This is an optimization exercise on Yosys and OpenROAD, whose aim is small area, a short achievable clock period and few clock cycles, not a production implementation. RTL that was checked went through simulation tests only; none was proved equivalent to the original.

Setup of v6:
## mul
module mul (
    input wire clk,
    input wire rst_n,
    input wire [32-1:0] multiplicand_i,
    input wire [32-1:0] multiplier_i,
    input wire                       valid_in,
    input wire                       ctrl_ready_i,
    input wire [                3:0] op_i,
    input wire [ 5-1:0] reg_waddr_i,
    input wire [3-1:0] commit_id_i,
    output reg [32-1:0] result_o,
    output reg                       valid_o,
    output reg [ 5-1:0] reg_waddr_o,
    output reg [3-1:0] commit_id_o
);
export LEC_CHECK = 0
export ABC_CLOCK_PERIOD_IN_PS = 1500
export CAP_MARGIN = 20
export CORE_MARGIN = 2
export CORE_UTILIZATION = 40
export PLACE_DENSITY = 0.65
export SETUP_SLACK_MARGIN = 5
export SLEW_MARGIN = 20
export TNS_END_PERCENT = 100
create_clock -name core_clock -period 10.0 [get_ports {clk}]
standard.sh (not shown) runs the stock make flow with config.mk's settings and CLKGATE_MAP_FILE= SYNTH_SCRIPT=/design/flow/synth_recipe.tcl, a recipe that flattens the netlist after the stock synthesis.
==> flow/flow/run.sh <==
#!/bin/bash
set -o pipefail
bash standard.sh SETUP_SLACK_MARGIN=6.6 finish > standard_flow.log 2>&1
v6 went all the way through synthesis, placement and routing and the layout is clean on timing, DRC and antenna.
[inputs] v7 vs v6
- changing ABC_CLOCK_PERIOD_IN_PS from 1500 to 2800
==> flow/run.sh (new file) <==
#!/bin/bash
# synth_recipe.tcl (not shown) runs the flow's synth.tcl, then flattens the netlist and writes it again
# the make line also repeats each setting of config.mk as NAME=value (left out here)
make -C /OpenROAD-flow-scripts/flow DESIGN_CONFIG=/design/flow/config.mk WORK_HOME=/design/flow/orfs CLKGATE_MAP_FILE= SYNTH_SCRIPT=/design/flow/synth_recipe.tcl finish
removed: flow/flow/run.sh
removed: flow/standard.sh
### Flow results
- Looking at the reports, v7 completed the entire flow and the layout it produced met the timing, DRC and antenna checks.
- v6: done, clean on timing, DRC and antenna
- Of v6 and v7, v6 shows the higher via count, with v7 below it.
- The lower first-pass GRT wire length came out of v7.
- Detailed route wirelength on metal2 (v6 / v7): 1.08
- Looking at topmost layer with routed signal wires, the met4 result is from v7; the met5 one comes from v6.
- Clock transition at the registers of the reported paths essentially unchanged between v6 and v7.
- Compared to v6, v7 has number of cell instances on the worst register-to-register path 2 higher.
- Between v6 and v7, the flow reports design area decreasing by a little under 10%.
No functional check of the RTL was part of any run of this note.


Setup of try-quartz:
mul, a different RTL version from the one above (not shown whole).
Size in the first run: roughly 3,200 cells after synthesis, ~330 flip-flops, about 35,000 um2 of cells after synthesis.
## mul
module mul (
    input wire clk,
    input wire rst_n,
    input wire [32-1:0] multiplicand_i,
    input wire [32-1:0] multiplier_i,
    input wire                       valid_in,
    input wire                       ctrl_ready_i,
    input wire [                3:0] op_i,
    input wire [ 5-1:0] reg_waddr_i,
    input wire [3-1:0] commit_id_i,
    output reg [32-1:0] result_o,
    output reg                       valid_o,
    output reg [ 5-1:0] reg_waddr_o,
    output reg [3-1:0] commit_id_o
);
Settings: LEC_CHECK=0, CAP_MARGIN=20, CORE_MARGIN=2, CORE_UTILIZATION=40, CTS_BUF_LIST=sky130_fd_sc_hd__clkbuf_4 sky130_fd_sc_hd__clkbuf_8, CTS_CLUSTER_SIZE=30, PLACE_DENSITY=0.65, SETUP_SLACK_MARGIN=5, SLEW_MARGIN=20, TNS_END_PERCENT=10; clock period 10.0 ns.
==> flow/flow/run.sh <==
#!/bin/bash
set -o pipefail
bash standard.sh SETUP_SLACK_MARGIN=6.0 "BUFFER_PORTS_ARGS=-buffer_cell sky130_fd_sc_hd__buf_2" finish > standard_flow.log 2>&1
Testbench counts of try-quartz, summed over its fixed seeds: cycles 8,824.
### try-quartz -> try-delta
# try-quartz
export LEC_CHECK = 0
export CAP_MARGIN = 20
export CORE_MARGIN = 2
export CORE_UTILIZATION = 40
export CTS_BUF_LIST = sky130_fd_sc_hd__clkbuf_4 sky130_fd_sc_hd__clkbuf_8
export CTS_CLUSTER_SIZE = 30
export PLACE_DENSITY = 0.65
export SETUP_SLACK_MARGIN = 5
export SLEW_MARGIN = 20
export TNS_END_PERCENT = 10
create_clock -name core_clock -period 10.0 [get_ports {clk}]
# try-delta
export LEC_CHECK = 0
export CAP_MARGIN = 20
export CORE_MARGIN = 2
export CORE_UTILIZATION = 40
export PLACE_DENSITY = 0.65
export SETUP_SLACK_MARGIN = 5
export SLEW_MARGIN = 20
export TNS_END_PERCENT = 100
create_clock -name core_clock -period 10.0 [get_ports {clk}]
==> flow/flow/run.sh <==
#!/bin/bash
set -o pipefail
bash standard.sh SETUP_SLACK_MARGIN=6.5 finish > standard_flow.log 2>&1
### Flow results
- try-delta against try-quartz: final area saw an increase; depth of the worst register-to-register path saw an increase; final core utilization saw an increase.
- | buffers plus inverters on the worst setup path | try-delta vs try-quartz | 1 higher |
## Diff of input files: try-willow against try-delta
# try-delta
export LEC_CHECK = 0
export CAP_MARGIN = 20
export CORE_MARGIN = 2
export CORE_UTILIZATION = 40
export PLACE_DENSITY = 0.65
export SETUP_SLACK_MARGIN = 5
export SLEW_MARGIN = 20
export TNS_END_PERCENT = 100
create_clock -name core_clock -period 10.0 [get_ports {clk}]
# try-willow
export LEC_CHECK = 0
export ABC_AREA = 1
export CAP_MARGIN = 20
export CORE_MARGIN = 2
export CORE_UTILIZATION = 40
export PLACE_DENSITY = 0.65
export SETUP_SLACK_MARGIN = 5
export SLEW_MARGIN = 20
export TNS_END_PERCENT = 100
create_clock -name core_clock -period 10.0 [get_ports {clk}]
==> flow/flow/run.sh <==
#!/bin/bash
set -o pipefail
bash standard.sh SETUP_SLACK_MARGIN=6.0 finish > standard_flow.log 2>&1
- Looking at required time of the critical path across try-willow and try-delta, the one that comes out higher is try-delta.
- Changes observed in try-willow relative to try-delta: final core utilization down 4.5 points, initial core utilization shows an increase of 0.31 points.
- Summary of the comparison: count of clock-buffer cells in the layout is higher in try-willow, relative to try-delta.
- Synthesized cell count in try-willow is 403 above try-delta.
- Summary of try-willow over try-delta: share of layout cells above drive strength 1 now sits lower; fraction of area in multi-input gates decreased by 0.22 points relative to the old numbers; via count of the first global-routing pass moved down.
- Against try-delta, try-willow reports a area fraction in compound gates after synthesis that is lower.
- Compare try-willow and try-delta | routed wire length lower: try-willow
- In try-willow, arrival time at the worst endpoint is higher than in try-delta.
Relative to try-willow, the following input files were edited for try-yarrow:
# try-willow
export LEC_CHECK = 0
export ABC_AREA = 1
export CAP_MARGIN = 20
export CORE_MARGIN = 2
export CORE_UTILIZATION = 40
export PLACE_DENSITY = 0.65
export SETUP_SLACK_MARGIN = 5
export SLEW_MARGIN = 20
export TNS_END_PERCENT = 100
create_clock -name core_clock -period 10.0 [get_ports {clk}]
# try-yarrow
export LEC_CHECK = 0
export CAP_MARGIN = 20
export CORE_MARGIN = 2
export CORE_UTILIZATION = 55
export PLACE_DENSITY = 0.75
export SETUP_SLACK_MARGIN = 5
export SLEW_MARGIN = 20
export TNS_END_PERCENT = 100
create_clock -name core_clock -period 10.0 [get_ports {clk}]
==> flow/flow/run.sh <==
#!/bin/bash
set -o pipefail
bash standard.sh SETUP_SLACK_MARGIN=6.2 finish > standard_flow.log 2>&1
--- outcome ---
- Summary of try-yarrow over try-willow: required time at the worst-slack endpoint now smaller; worst hold slack barely changed; utilization after layout up 19 points; cell area has increased.
- try-yarrow against try-willow: area of the die saw a decrease; setup slack saw an increase; synthesized area saw a decrease.
- try-yarrow has weighted congestion at the end of routability-driven global placement below what try-willow had.
Inputs modified between try-yarrow and try-cedar:
# try-yarrow
export LEC_CHECK = 0
export CAP_MARGIN = 20
export CORE_MARGIN = 2
export CORE_UTILIZATION = 55
export PLACE_DENSITY = 0.75
export SETUP_SLACK_MARGIN = 5
export SLEW_MARGIN = 20
export TNS_END_PERCENT = 100
create_clock -name core_clock -period 10.0 [get_ports {clk}]
# try-cedar
export LEC_CHECK = 0
export CAP_MARGIN = 20
export CORE_MARGIN = 2
export CORE_UTILIZATION = 40
export PLACE_DENSITY = 0.65
export SETUP_SLACK_MARGIN = 5
export SLEW_MARGIN = 20
export TNS_END_PERCENT = 100
create_clock -name core_clock -period 10.0 [get_ports {clk}]
==> flow/flow/run.sh <==
#!/bin/bash
set -o pipefail
bash standard.sh SETUP_SLACK_MARGIN=6.0 finish > standard_flow.log 2>&1
- Per the comparison of try-cedar with try-yarrow, met2 track demand over resource in global routing now smaller, clock-buffer cell count now larger.
- Summary of try-cedar over try-yarrow: utilization fell 20 points; met1 wire length +about 9%.
- Looking at routed wire length, try-cedar sits 6700 um below try-yarrow.
- Compared to try-yarrow, try-cedar shows a narrower setup margin.
- In try-cedar the area occupied by multi-input gates turned out 3.2% lower than in try-yarrow.

[static timing again, ports no longer ideal]
In the flow no input, the clock included, has a driving cell. The finished layouts below were timed again as built, in two steps.
Step 1: set_driving_cell puts a clkbuf_16 on clk and a buf_2 on each other input, an assumption about the parent block.
Step 2 adds t to the input delays and takes it off the output delays; t is the mean of the earliest and latest rising clock arrival at the registers after step 1. Input paths then give back, and output paths get back, about the clock's delay inside the block.
a / b / c = no drivers / after step 1 / after step 2; a / b = the first two.
| run | shift t [ns] | slack for setup (ns) | worst setup path after step 2 |
|---|---|---|---|
| v6 | 0.705 | 5.865 / 5.865 / 5.865 | register to register |
| v7 | 0.667 | 5.397 / 5.397 / 5.397 | register to register |
| try-quartz | 0.758 | 5.930 / 5.930 / 5.930 | register to register |
| try-delta | 0.670 | 6.270 / 6.270 / 6.008 | input to register |
| try-willow | 0.673 | 5.989 / 5.989 / 5.667 | input to register |
| try-yarrow | 0.647 | 6.177 / 6.177 / 5.892 | input to register |
| try-cedar | 0.647 | 6.056 / 6.056 / 5.634 | input to register |
After both steps every run listed still meets setup and hold. For try-cedar, which loses most, drivers alone change the setup slack by 0.000 ns; drivers and shift together by -0.422 ns.
